Source: an optimization exercise on an open RTL-to-GDS flow (aim: small area, a short achievable clock period and few clock cycles per item). Production flows keep margins and buffers that such runs may drop. In this exercise RTL edits were held to simulation tests only and were not proved equivalent to the original.

==> inputs of ember <==
Design masked_gaussian_system_multi_sigma, start of the top module:
module masked_gaussian_system_multi_sigma #(
    parameter PRECISION = 64,
    parameter TABLE_SIZE = 21,
    parameter X_MIN = -10,
    parameter X_MAX = 10,
    parameter SAMPLE_WIDTH = 16,
    parameter CENTER_WIDTH = 32,
    parameter CENTER_FRAC_BITS = 16,
    parameter SEED_WIDTH = 256,
    parameter MASK_WIDTH = 32,
    parameter NUM_SIGMA_TABLES = 4,
    parameter SIGMA_SEL_WIDTH = 2
) (
    input wire clk,
    input wire rst,
    input wire start_reseed,
    input wire start_sample,
    input wire [PRECISION-1:0] random_u,
    input wire signed [CENTER_WIDTH-1:0] center,
    input wire [SIGMA_SEL_WIDTH-1:0] sigma_sel,
    output wire signed [SAMPLE_WIDTH-1:0] sample_share0,
    output wire signed [SAMPLE_WIDTH-1:0] sample_share1,
    output wire sample_valid,
    output wire reseeding,
    output wire [SAMPLE_WIDTH-1:0] sample_reconstructed
);
clock: 9.0 ns
lec_check: 0
cap_margin: 20
core_margin: 2
core_utilization: 50
place_density: 0.65
setup_slack_margin: 5
slew_margin: 20
standard.sh (not shown) runs the stock make flow with config.mk's settings and CLKGATE_MAP_FILE= SYNTH_SCRIPT=/design/flow/synth_recipe.tcl, a recipe that flattens the netlist after the stock synthesis.
==> flow/flow/run.sh <==
#!/bin/bash
# Layout flow: the standard ORFS flow (standard.sh) with these changes:
#  - synthesis is the standard flow's own script (synth_recipe.tcl) with Yosys's full-adder
#    extraction and ABC mapping steps wrapped by flow/synth_cones.tcl: the
#    logic between the ports and the registers is mapped for delay, the rest
#    for area (the registers come out of synthesis as in the standard flow);
#  - the port buffers are sky130_fd_sc_hd__buf_2 cells;
set -euo pipefail
HERE="$(cd "$(dirname "${BASH_SOURCE[0]}")" && pwd)"
WORK="$(dirname "$HERE")"
cd "$WORK"
export MY_ABC_FAST="$HERE/abc_fast.script"
export MY_ABC_AREA="$HERE/abc_area.script"
export MY_FAST_DONT_USE="$HERE/fast_dont_use.txt"
SETUP_MARGIN=5.2
export MY_CONES="cbh_r*,cbh1_r*,cbl_r* idx_r*,oh_r*,c5_r*,busy*,vld* outputs gtc_r*,eqc_r*"
{
  echo "source $HERE/synth_cones.tcl"
  echo "source $WORK/synth_recipe.tcl"
} > "$WORK/flow_synth.tcl"
bash standard.sh "SYNTH_SCRIPT=$WORK/flow_synth.tcl" \
  "BUFFER_PORTS_ARGS=-buffer_cell sky130_fd_sc_hd__buf_2" \
  "SETUP_SLACK_MARGIN=$SETUP_MARGIN" \
  finish > "$WORK/flow_make.log" 2>&1
==> flow/flow/abc_area.script <==
strash
dch -f
amap
==> flow/flow/fast_dont_use.txt <==
sky130_fd_sc_hd__a2111o_1
sky130_fd_sc_hd__a2111o_2
sky130_fd_sc_hd__a2111o_4
sky130_fd_sc_hd__a2111oi_0
sky130_fd_sc_hd__a2111oi_1
sky130_fd_sc_hd__a2111oi_2
sky130_fd_sc_hd__a2111oi_4
sky130_fd_sc_hd__a21boi_0
sky130_fd_sc_hd__a221o_1
sky130_fd_sc_hd__a221o_2
sky130_fd_sc_hd__a221o_4
sky130_fd_sc_hd__a221oi_1
sky130_fd_sc_hd__a221oi_2
sky130_fd_sc_hd__a221oi_4
sky130_fd_sc_hd__a222oi_1
sky130_fd_sc_hd__a311o_1
sky130_fd_sc_hd__a311o_2
sky130_fd_sc_hd__a311o_4
sky130_fd_sc_hd__a311oi_1
sky130_fd_sc_hd__a311oi_2
sky130_fd_sc_hd__a311oi_4
sky130_fd_sc_hd__a32o_1
sky130_fd_sc_hd__a32o_2
sky130_fd_sc_hd__a32o_4
sky130_fd_sc_hd__a32oi_1
sky130_fd_sc_hd__a32oi_2
sky130_fd_sc_hd__a32oi_4
sky130_fd_sc_hd__a41o_1
sky130_fd_sc_hd__a41o_2
sky130_fd_sc_hd__a41o_4
sky130_fd_sc_hd__a41oi_1
sky130_fd_sc_hd__a41oi_2
sky130_fd_sc_hd__a41oi_4
sky130_fd_sc_hd__and2_0
sky130_fd_sc_hd__and4_1
sky130_fd_sc_hd__and4_2
sky130_fd_sc_hd__and4_4
sky130_fd_sc_hd__and4b_1
sky130_fd_sc_hd__and4b_2
sky130_fd_sc_hd__and4b_4
sky130_fd_sc_hd__and4bb_1
sky130_fd_sc_hd__and4bb_2
sky130_fd_sc_hd__and4bb_4
sky130_fd_sc_hd__einvn_0
sky130_fd_sc_hd__mux4_1
sky130_fd_sc_hd__mux4_2
sky130_fd_sc_hd__mux4_4
sky130_fd_sc_hd__nand4_1
sky130_fd_sc_hd__nand4_2
sky130_fd_sc_hd__nand4_4
sky130_fd_sc_hd__nand4b_1
sky130_fd_sc_hd__nand4b_2
sky130_fd_sc_hd__nand4b_4
sky130_fd_sc_hd__nand4bb_1
sky130_fd_sc_hd__nand4bb_2
sky130_fd_sc_hd__nand4bb_4
sky130_fd_sc_hd__nor4_1
sky130_fd_sc_hd__nor4_2
sky130_fd_sc_hd__nor4_4
sky130_fd_sc_hd__nor4b_1
sky130_fd_sc_hd__nor4b_2
sky130_fd_sc_hd__nor4b_4
sky130_fd_sc_hd__nor4bb_1
sky130_fd_sc_hd__nor4bb_2
sky130_fd_sc_hd__nor4bb_4
sky130_fd_sc_hd__o2111a_1
sky130_fd_sc_hd__o2111a_2
sky130_fd_sc_hd__o2111a_4
sky130_fd_sc_hd__o2111ai_1
sky130_fd_sc_hd__o2111ai_2
sky130_fd_sc_hd__o2111ai_4
sky130_fd_sc_hd__o21ai_0
sky130_fd_sc_hd__o221a_1
sky130_fd_sc_hd__o221a_2
sky130_fd_sc_hd__o221a_4
sky130_fd_sc_hd__o221ai_1
sky130_fd_sc_hd__o221ai_2
sky130_fd_sc_hd__o221ai_4
sky130_fd_sc_hd__o311a_1
sky130_fd_sc_hd__o311a_2
sky130_fd_sc_hd__o311a_4
sky130_fd_sc_hd__o311ai_0
sky130_fd_sc_hd__o311ai_1
sky130_fd_sc_hd__o311ai_2
sky130_fd_sc_hd__o311ai_4
sky130_fd_sc_hd__o32a_1
sky130_fd_sc_hd__o32a_2
sky130_fd_sc_hd__o32a_4
sky130_fd_sc_hd__o32ai_1
sky130_fd_sc_hd__o32ai_2
sky130_fd_sc_hd__o32ai_4
sky130_fd_sc_hd__o41a_1
sky130_fd_sc_hd__o41a_2
sky130_fd_sc_hd__o41a_4
sky130_fd_sc_hd__o41ai_1
sky130_fd_sc_hd__o41ai_2
sky130_fd_sc_hd__o41ai_4
sky130_fd_sc_hd__or2_0
sky130_fd_sc_hd__or4_1
sky130_fd_sc_hd__or4_2
sky130_fd_sc_hd__or4_4
sky130_fd_sc_hd__or4b_1
sky130_fd_sc_hd__or4b_2
sky130_fd_sc_hd__or4b_4
sky130_fd_sc_hd__or4bb_1
sky130_fd_sc_hd__or4bb_2
sky130_fd_sc_hd__or4bb_4
==> flow/flow/synth_cones.tcl <==
# Sourced before synth_recipe.tcl (the standard flow's synthesis script, unchanged). It
# wraps two Yosys steps of ORFS's synth.tcl:
#  - extract_fa: full/half-adder extraction, skipped for the logic that feeds
#    the registers named in MY_CONES and for the logic that drives the outputs;
#  - abc: that same logic is mapped first, group by group, with a
#    delay-oriented ABC script (MY_ABC_FAST) that may not use the cells listed
#    in MY_FAST_DONT_USE (slow cells with four-high stacks and the weakest
#    drive strengths), then the rest of the design with an area-oriented one
#    (MY_ABC_AREA).
# Registers are mapped before both steps and are not touched by them.
proc cone_args {cone} {
  if {$cone eq "outputs"} { return [list o:* %cie*] }
  set sel {}
  set n 0
  foreach r [split $cone ","] {
    lappend sel c:$r
    if {$n > 0} { lappend sel %u }
    incr n
  }
  return [list {*}$sel %ci1:+\[D\] %cie*]
}
proc extract_fa {args} {
  set all {}
  set n 0
  foreach cone $::env(MY_CONES) {
    lappend all {*}[cone_args $cone]
    if {$n > 0} { lappend all %u }
    incr n
  }
  yosys select -set iocones {*}$all
  yosys select -set nocone * @iocones %d
  yosys extract_fa {*}$args @nocone
}
proc abc {args} {
  set i [lsearch $args -script]
  set fast [lreplace $args $i [expr {$i + 1}] -script $::env(MY_ABC_FAST)]
  set f [open $::env(MY_FAST_DONT_USE)]
  foreach c [split [string trim [read $f]] "\n"] { lappend fast -dont_use $c }
  close $f
  set area [lreplace $args $i [expr {$i + 1}] -script $::env(MY_ABC_AREA)]
  foreach cone $::env(MY_CONES) {
    yosys select -set cone {*}[cone_args $cone]
    yosys abc {*}$fast @cone
  }
  yosys abc {*}$area
}
Other scripts of this flow, unchanged in this note and not shown: flow/flow/abc_fast.script
==> maple: changes against ember <==
--- a/flow/design.v
+++ b/flow/design.v
@@ -523,20 +523,30 @@
     assign idx[3] = th[7] & ~th[15];
     assign idx[2] = (th[3] & ~th[7]) | (th[11] & ~th[15]) | th[19];
     assign idx[1] = (th[1] & ~th[3]) | (th[5] & ~th[7]) | (th[9] & ~th[11]) | (th[13] & ~th[15]) | (th[17] & ~th[19]);
     assign idx[0] = (th[0] & ~th[1]) | (th[2] & ~th[3]) | (th[4] & ~th[5]) | (th[6] & ~th[7]) | (th[8] & ~th[9]) |
                     (th[10] & ~th[11]) | (th[12] & ~th[13]) | (th[14] & ~th[15]) | (th[16] & ~th[17]) | (th[18] & ~th[19]);
 endmodule
 module cdt_rom (
     input  wire [1:0]  sel,
-    input  wire [19:0] d,            
+    input  wire [4:0]  idx,
     output wire [51:0] k,
     output wire        last
 );
+    wire [19:0] d;
+    genvar g;
+    generate
+        for (g = 0; g < 16; g = g + 1) begin : dlo
+            assign d[g] = ~idx[4] & (idx[3:0] == g);
+        end
+        for (g = 16; g < 20; g = g + 1) begin : dhi
+            assign d[g] = idx[4] & (idx[1:0] == g - 16);
+        end
+    endgenerate
     assign k[0] = sel[1] ? (sel[0] ? (1'b0) : (d[0] | d[1] | d[2] | d[3] | d[4]))
                    : (sel[0] ? (d[3] | d[4]) : (d[0] | d[1] | d[4] | d[5]));
     assign k[1] = sel[1] ? (sel[0] ? (d[0] | d[2] | d[3]) : (d[0] | d[4]))
                    : (sel[0] ? (d[0] | d[1] | d[4]) : (d[2] | d[4] | d[5]));
     assign k[2] = sel[1] ? (sel[0] ? (d[0] | d[4]) : (d[0] | d[1]))
                    : (sel[0] ? (d[2] | d[4]) : (d[0] | d[4]));
     assign k[3] = sel[1] ? (sel[0] ? (d[1] | d[2]) : (d[2] | d[5]))
                    : (sel[0] ? (d[2] | d[3]) : (d[0] | d[2] | d[4]));
@@ -668,17 +678,16 @@
 );
     reg        rs1;         
     reg        rs2;         
     reg        vld;
     reg        busy;        
     reg        ph;          
     reg        last_r;
     reg [4:0]  idx_r;
-    reg [19:0] oh_r;        
     reg [10:0] cbh_r;       
     reg [10:0] cbh1_r;      
     reg [4:0]  cbl_r;       
     reg        c5_r;        
     reg [15:0] m_r;
     reg [1:0]  sel_r;       
     wire [36:0] z;
     wire [15:0] mask;
@@ -704,33 +713,30 @@
         .uh(random_u[63:52]),
         .sel(sigma_sel),
         .idx(idx_f),
         .th(th_f),
         .amb(amb)
     );
     cdt_rom rom_inst (
         .sel(sel_r),
-        .d(oh_r),
+        .idx(idx_r),
         .k(k_lo),
         .last(k_last)
     );
-    localparam NC = 4;
-    wire [NC-1:0] gtc, eqc;
+    localparam RC = 52 / 4;
+    wire [3:0] gtc, eqc;
     genvar ck;
     generate
-        for (ck = 0; ck < NC; ck = ck + 1) begin : cmpc
-            localparam LO = (52 * ck) / NC;
-            localparam HI = (52 * (ck + 1)) / NC;
-            cmp_gt #(.N(HI - LO)) cmp_i (.a(random_u[HI-1:LO]), .b(k_lo[HI-1:LO]), .gt(gtc[ck]), .eq(eqc[ck]));
+        for (ck = 0; ck < 4; ck = ck + 1) begin : cmpc
+            cmp_gt #(.N(RC)) cmp_i (.a(random_u[RC*ck +: RC]), .b(k_lo[RC*ck +: RC]), .gt(gtc[ck]), .eq(eqc[ck]));
         end
     endgenerate
-    reg [NC-1:0] gtc_r, eqc_r;
-    wire gt_r;
-    cmp_join #(.N(NC)) join_inst (.g(gtc_r), .e(eqc_r), .gt(gt_r));
+    reg [3:0] gtc_r, eqc_r;
+    wire gt_r = gtc_r[3] | (eqc_r[3] & (gtc_r[2] | (eqc_r[2] & (gtc_r[1] | (eqc_r[1] & gtc_r[0])))));
     wire done = ~gt_r | last_r;
     wire [4:0]  cbase_lo;
     wire [10:0] cbh_f;
     wire [10:0] cbh1_f;
     cbase_calc cbase_inst (.c(center), .lo(cbase_lo), .hi(cbh_f), .hi1(cbh1_f));
     always @(posedge clk or posedge rst) begin
         if (rst) begin
             rs1  <= 1'b0;
@@ -752,24 +758,16 @@
         for (v = 12; v < 32; v = v + 1) begin : cdec
             assign cbl_dec[v] = (cbase_lo == v) & th_f[31 - v];
         end
     endgenerate
     wire       c5_f = |cbl_dec;
     wire [5:0] idx_inc = {1'b0, idx_r} + {5'd0, ph & gt_r};
     wire [5:0] lo_inc;
     ks_add #(.N(6)) add_inc (.a({1'b0, cbl_r}), .b(idx_inc), .s(lo_inc));
-    wire [19:0] oh_f = {th_f[18:0], 1'b1} & ~th_f;
-    always @(posedge clk) begin
-        if (busy) begin
-            if (ph & gt_r) oh_r <= {oh_r[18:0], 1'b0};
-        end else begin
-            oh_r <= oh_f;
-        end
-    end
     always @(posedge clk) begin
         if (busy) begin
             idx_r <= idx_inc[4:0];
             c5_r  <= lo_inc[5];
         end else begin
             idx_r <= idx_f;
             c5_r  <= c5_f;
         end
@@ -897,25 +895,8 @@
     output wire [15:0] share0,
     output wire [15:0] recon
 );
     wire [4:0]  lo;
     ks_add #(.N(5)) add2 (.a(cbl), .b(idx), .s(lo));
     assign recon  = {c5 ? cbh1 : cbh, lo};
     assign share0 = recon ^ m;
 endmodule
-module cmp_join #(parameter N = 8) (
-    input  wire [N-1:0] g,
-    input  wire [N-1:0] e,
-    output wire         gt
-);
-    generate
-        if (N == 1) begin : leaf
-            assign gt = g[0];
-        end else begin : node
-            localparam H = N / 2;
-            wire gt_hi, gt_lo;
-            cmp_join #(.N(N - H)) hi (.g(g[N-1:H]), .e(e[N-1:H]), .gt(gt_hi));
-            cmp_join #(.N(H)) lo (.g(g[H-1:0]), .e(e[H-1:0]), .gt(gt_lo));
-            assign gt = gt_hi | ((&e[N-1:H]) & gt_lo);
-        end
-    endgenerate
-endmodule
==> flow/flow/run.sh (replaced) <==
#!/bin/bash
# Layout flow: the standard ORFS flow (standard.sh) with these changes:
#  - synthesis is the standard flow's own script (synth_recipe.tcl) with Yosys's full-adder
#    extraction and ABC mapping steps wrapped by flow/synth_cones.tcl: the
#    logic between the ports and the registers is mapped for delay, the rest
#    for area (the registers come out of synthesis as in the standard flow);
#  - the port buffers are sky130_fd_sc_hd__buf_2 cells.
# Settings such as the utilization and the repair margin come from config.mk.
set -euo pipefail
HERE="$(cd "$(dirname "${BASH_SOURCE[0]}")" && pwd)"
WORK="$(dirname "$HERE")"
cd "$WORK"
export MY_ABC_FAST="$HERE/abc_fast.script"
export MY_ABC_AREA="$HERE/abc_area.script"
export MY_CONES="cbh_r*,cbh1_r*,cbl_r* idx_r*,c5_r*,busy*,vld* outputs gtc_r*,eqc_r*"
{
  echo "source $HERE/synth_cones.tcl"
  echo "source $WORK/synth_recipe.tcl"
} > "$WORK/flow_synth.tcl"
bash standard.sh "SYNTH_SCRIPT=$WORK/flow_synth.tcl" \
  "BUFFER_PORTS_ARGS=-buffer_cell sky130_fd_sc_hd__buf_2" \
  finish > "$WORK/flow_make.log" 2>&1
==> flow/flow/abc_area.script (replaced) <==
strash
&get -n
&fraig -x
&put
dc2
strash
&get -n
&dch -f
&nf -D 1500
&put
buffer -c
upsize -D 1500 -c
dnsize -D 1500 -c
stime -p
==> flow/flow/synth_cones.tcl (replaced) <==
# Sourced before synth_recipe.tcl (the standard flow's synthesis script, unchanged). It
# wraps two Yosys steps of ORFS's synth.tcl:
#  - extract_fa: full/half-adder extraction, skipped for the logic that feeds
#    the registers named in MY_CONES and for the logic that drives the outputs;
#  - abc: that same logic is mapped first, group by group, with a
#    delay-oriented ABC script (MY_ABC_FAST), then the rest of the design with
#    an area-oriented one (MY_ABC_AREA).
# Registers are mapped before both steps and are not touched by them.
proc cone_args {cone} {
  if {$cone eq "outputs"} { return [list o:* %cie*] }
  set sel {}
  set n 0
  foreach r [split $cone ","] {
    lappend sel c:$r
    if {$n > 0} { lappend sel %u }
    incr n
  }
  return [list {*}$sel %ci1:+\[D\] %cie*]
}
proc extract_fa {args} {
  set all {}
  set n 0
  foreach cone $::env(MY_CONES) {
    lappend all {*}[cone_args $cone]
    if {$n > 0} { lappend all %u }
    incr n
  }
  yosys select -set iocones {*}$all
  yosys select -set nocone * @iocones %d
  yosys extract_fa {*}$args @nocone
}
proc abc {args} {
  set i [lsearch $args -script]
  set fast [lreplace $args $i [expr {$i + 1}] -script $::env(MY_ABC_FAST)]
  set area [lreplace $args $i [expr {$i + 1}] -script $::env(MY_ABC_AREA)]
  foreach cone $::env(MY_CONES) {
    yosys select -set cone {*}[cone_args $cone]
    yosys abc {*}$fast @cone
  }
  yosys abc {*}$area
}
Settings changed: PLACE_DENSITY 0.65 to not set.
removed: flow/flow/fast_dont_use.txt
==> zinc: changes against ember <==
--- a/flow/design.v
+++ b/flow/design.v
@@ -523,20 +523,30 @@
     assign idx[3] = th[7] & ~th[15];
     assign idx[2] = (th[3] & ~th[7]) | (th[11] & ~th[15]) | th[19];
     assign idx[1] = (th[1] & ~th[3]) | (th[5] & ~th[7]) | (th[9] & ~th[11]) | (th[13] & ~th[15]) | (th[17] & ~th[19]);
     assign idx[0] = (th[0] & ~th[1]) | (th[2] & ~th[3]) | (th[4] & ~th[5]) | (th[6] & ~th[7]) | (th[8] & ~th[9]) |
                     (th[10] & ~th[11]) | (th[12] & ~th[13]) | (th[14] & ~th[15]) | (th[16] & ~th[17]) | (th[18] & ~th[19]);
 endmodule
 module cdt_rom (
     input  wire [1:0]  sel,
-    input  wire [19:0] d,            
+    input  wire [4:0]  idx,
     output wire [51:0] k,
     output wire        last
 );
+    wire [19:0] d;
+    genvar g;
+    generate
+        for (g = 0; g < 16; g = g + 1) begin : dlo
+            assign d[g] = ~idx[4] & (idx[3:0] == g);
+        end
+        for (g = 16; g < 20; g = g + 1) begin : dhi
+            assign d[g] = idx[4] & (idx[1:0] == g - 16);
+        end
+    endgenerate
     assign k[0] = sel[1] ? (sel[0] ? (1'b0) : (d[0] | d[1] | d[2] | d[3] | d[4]))
                    : (sel[0] ? (d[3] | d[4]) : (d[0] | d[1] | d[4] | d[5]));
     assign k[1] = sel[1] ? (sel[0] ? (d[0] | d[2] | d[3]) : (d[0] | d[4]))
                    : (sel[0] ? (d[0] | d[1] | d[4]) : (d[2] | d[4] | d[5]));
     assign k[2] = sel[1] ? (sel[0] ? (d[0] | d[4]) : (d[0] | d[1]))
                    : (sel[0] ? (d[2] | d[4]) : (d[0] | d[4]));
     assign k[3] = sel[1] ? (sel[0] ? (d[1] | d[2]) : (d[2] | d[5]))
                    : (sel[0] ? (d[2] | d[3]) : (d[0] | d[2] | d[4]));
@@ -668,17 +678,16 @@
 );
     reg        rs1;         
     reg        rs2;         
     reg        vld;
     reg        busy;        
     reg        ph;          
     reg        last_r;
     reg [4:0]  idx_r;
-    reg [19:0] oh_r;        
     reg [10:0] cbh_r;       
     reg [10:0] cbh1_r;      
     reg [4:0]  cbl_r;       
     reg        c5_r;        
     reg [15:0] m_r;
     reg [1:0]  sel_r;       
     wire [36:0] z;
     wire [15:0] mask;
@@ -704,33 +713,30 @@
         .uh(random_u[63:52]),
         .sel(sigma_sel),
         .idx(idx_f),
         .th(th_f),
         .amb(amb)
     );
     cdt_rom rom_inst (
         .sel(sel_r),
-        .d(oh_r),
+        .idx(idx_r),
         .k(k_lo),
         .last(k_last)
     );
-    localparam NC = 4;
-    wire [NC-1:0] gtc, eqc;
+    localparam RC = 52 / 4;
+    wire [3:0] gtc, eqc;
     genvar ck;
     generate
-        for (ck = 0; ck < NC; ck = ck + 1) begin : cmpc
-            localparam LO = (52 * ck) / NC;
-            localparam HI = (52 * (ck + 1)) / NC;
-            cmp_gt #(.N(HI - LO)) cmp_i (.a(random_u[HI-1:LO]), .b(k_lo[HI-1:LO]), .gt(gtc[ck]), .eq(eqc[ck]));
+        for (ck = 0; ck < 4; ck = ck + 1) begin : cmpc
+            cmp_gt #(.N(RC)) cmp_i (.a(random_u[RC*ck +: RC]), .b(k_lo[RC*ck +: RC]), .gt(gtc[ck]), .eq(eqc[ck]));
         end
     endgenerate
-    reg [NC-1:0] gtc_r, eqc_r;
-    wire gt_r;
-    cmp_join #(.N(NC)) join_inst (.g(gtc_r), .e(eqc_r), .gt(gt_r));
+    reg [3:0] gtc_r, eqc_r;
+    wire gt_r = gtc_r[3] | (eqc_r[3] & (gtc_r[2] | (eqc_r[2] & (gtc_r[1] | (eqc_r[1] & gtc_r[0])))));
     wire done = ~gt_r | last_r;
     wire [4:0]  cbase_lo;
     wire [10:0] cbh_f;
     wire [10:0] cbh1_f;
     cbase_calc cbase_inst (.c(center), .lo(cbase_lo), .hi(cbh_f), .hi1(cbh1_f));
     always @(posedge clk or posedge rst) begin
         if (rst) begin
             rs1  <= 1'b0;
@@ -752,24 +758,16 @@
         for (v = 12; v < 32; v = v + 1) begin : cdec
             assign cbl_dec[v] = (cbase_lo == v) & th_f[31 - v];
         end
     endgenerate
     wire       c5_f = |cbl_dec;
     wire [5:0] idx_inc = {1'b0, idx_r} + {5'd0, ph & gt_r};
     wire [5:0] lo_inc;
     ks_add #(.N(6)) add_inc (.a({1'b0, cbl_r}), .b(idx_inc), .s(lo_inc));
-    wire [19:0] oh_f = {th_f[18:0], 1'b1} & ~th_f;
-    always @(posedge clk) begin
-        if (busy) begin
-            if (ph & gt_r) oh_r <= {oh_r[18:0], 1'b0};
-        end else begin
-            oh_r <= oh_f;
-        end
-    end
     always @(posedge clk) begin
         if (busy) begin
             idx_r <= idx_inc[4:0];
             c5_r  <= lo_inc[5];
         end else begin
             idx_r <= idx_f;
             c5_r  <= c5_f;
         end
@@ -897,25 +895,8 @@
     output wire [15:0] share0,
     output wire [15:0] recon
 );
     wire [4:0]  lo;
     ks_add #(.N(5)) add2 (.a(cbl), .b(idx), .s(lo));
     assign recon  = {c5 ? cbh1 : cbh, lo};
     assign share0 = recon ^ m;
 endmodule
-module cmp_join #(parameter N = 8) (
-    input  wire [N-1:0] g,
-    input  wire [N-1:0] e,
-    output wire         gt
-);
-    generate
-        if (N == 1) begin : leaf
-            assign gt = g[0];
-        end else begin : node
-            localparam H = N / 2;
-            wire gt_hi, gt_lo;
-            cmp_join #(.N(N - H)) hi (.g(g[N-1:H]), .e(e[N-1:H]), .gt(gt_hi));
-            cmp_join #(.N(H)) lo (.g(g[H-1:0]), .e(e[H-1:0]), .gt(gt_lo));
-            assign gt = gt_hi | ((&e[N-1:H]) & gt_lo);
-        end
-    endgenerate
-endmodule
==> flow/flow/run.sh (replaced) <==
#!/bin/bash
# Layout flow: the standard ORFS flow (standard.sh) with these changes:
#  - synthesis is the standard flow's own script (synth_recipe.tcl) with Yosys's full-adder
#    extraction and ABC mapping steps wrapped by flow/synth_cones.tcl: the
#    logic between the ports and the registers is mapped for delay, the rest
#    for area (the registers come out of synthesis as in the standard flow);
#  - the port buffers are sky130_fd_sc_hd__buf_2 cells.
# Settings such as the utilization and the repair margin come from config.mk.
set -euo pipefail
HERE="$(cd "$(dirname "${BASH_SOURCE[0]}")" && pwd)"
WORK="$(dirname "$HERE")"
cd "$WORK"
export MY_ABC_FAST="$HERE/abc_fast.script"
export MY_ABC_AREA="$HERE/abc_area.script"
export MY_FAST_DONT_USE="$HERE/fast_dont_use.txt"
export MY_CONES="cbh_r*,cbh1_r*,cbl_r* idx_r*,c5_r*,busy*,vld* outputs gtc_r*,eqc_r*"
{
  echo "source $HERE/synth_cones.tcl"
  echo "source $WORK/synth_recipe.tcl"
} > "$WORK/flow_synth.tcl"
bash standard.sh "SYNTH_SCRIPT=$WORK/flow_synth.tcl" \
  "BUFFER_PORTS_ARGS=-buffer_cell sky130_fd_sc_hd__buf_2" \
  finish > "$WORK/flow_make.log" 2>&1
==> results.toml <==
[status]
status = "no timing/DRC/antenna violations"

[setup_path]
worstSetupPathType = "reg2reg"

[sta]
finalCritPeriodShare = 0.4422

[clock_network]
post_cts_buffers = 2

[drt]
vias_per_cell = 7.260

[finish]
nets = 2472
inv_count = 181

[yosys]
yosys.area_share.xor_xnor = 0.04287
That was zinc.
==> results.toml <==
[finish]
nets = 2315
inv_count = 51

[floorplanning]
num_rows = 64

[status]
status = "no timing/DRC/antenna violations"

[drt]
vias_per_cell = 6.895

[sta]
finalCritPeriodShare = 0.4453

[setup_path]
worstSetupPathType = "in2reg"
That was maple.
==> results.toml <==
[sta]
finalCritPeriodShare = 0.4170

[finish]
stdcell_area_um2 = 17420
layout.cells.non_filler = 2777
nets = 2483

[yosys]
yosys.area_share.xor_xnor = 0.03994

[floorplanning]
coreArea_um2 = 29870

[setup_path]
worstSetupPathType = "in2reg"

[drt]
vias_per_cell = 6.952

[status]
status = "no timing/DRC/antenna violations"
That was ember.
Testbench counts of ember, summed over its fixed seeds: cycles 2,108, samples 2,048.
Testbench counts of maple, summed over its fixed seeds: cycles 2,108, samples 2,048.
Testbench counts of zinc, summed over its fixed seeds: cycles 2,108, samples 2,048.

[static timing again, ports no longer ideal]
How much do the figures lean on ideal ports? The routed layouts below were timed once more, with nothing changed but the port constraints. Step 1 sets driving cells, clkbuf_16 on the clock port and buf_2 on the other inputs (assumed; they add their load-dependent delay and slew). Step 2 moves the port delays by t, midway between the first and last clock arrival at a register: inputs arrive t later, outputs are due t later. That takes back most of the time a late clock gives input paths. Slacks: ideal / step 1 / step 2; pairs: ideal / step 1.
| run | t (ns) | setup slack, ns | worst setup path after step 2 |
|---|---|---|---|
| ember | 0.499 | 5.247 / 5.211 / 4.773 | input to register |
| maple | 0.510 | 4.992 / 4.957 / 4.495 | input to register |
| zinc | 0.504 | 5.020 / 4.974 / 4.618 | input to register |
After both steps every run listed still meets setup and hold. The setup slack of maple, which loses most, moves by -0.035 ns with the drivers and by -0.497 ns with both steps.
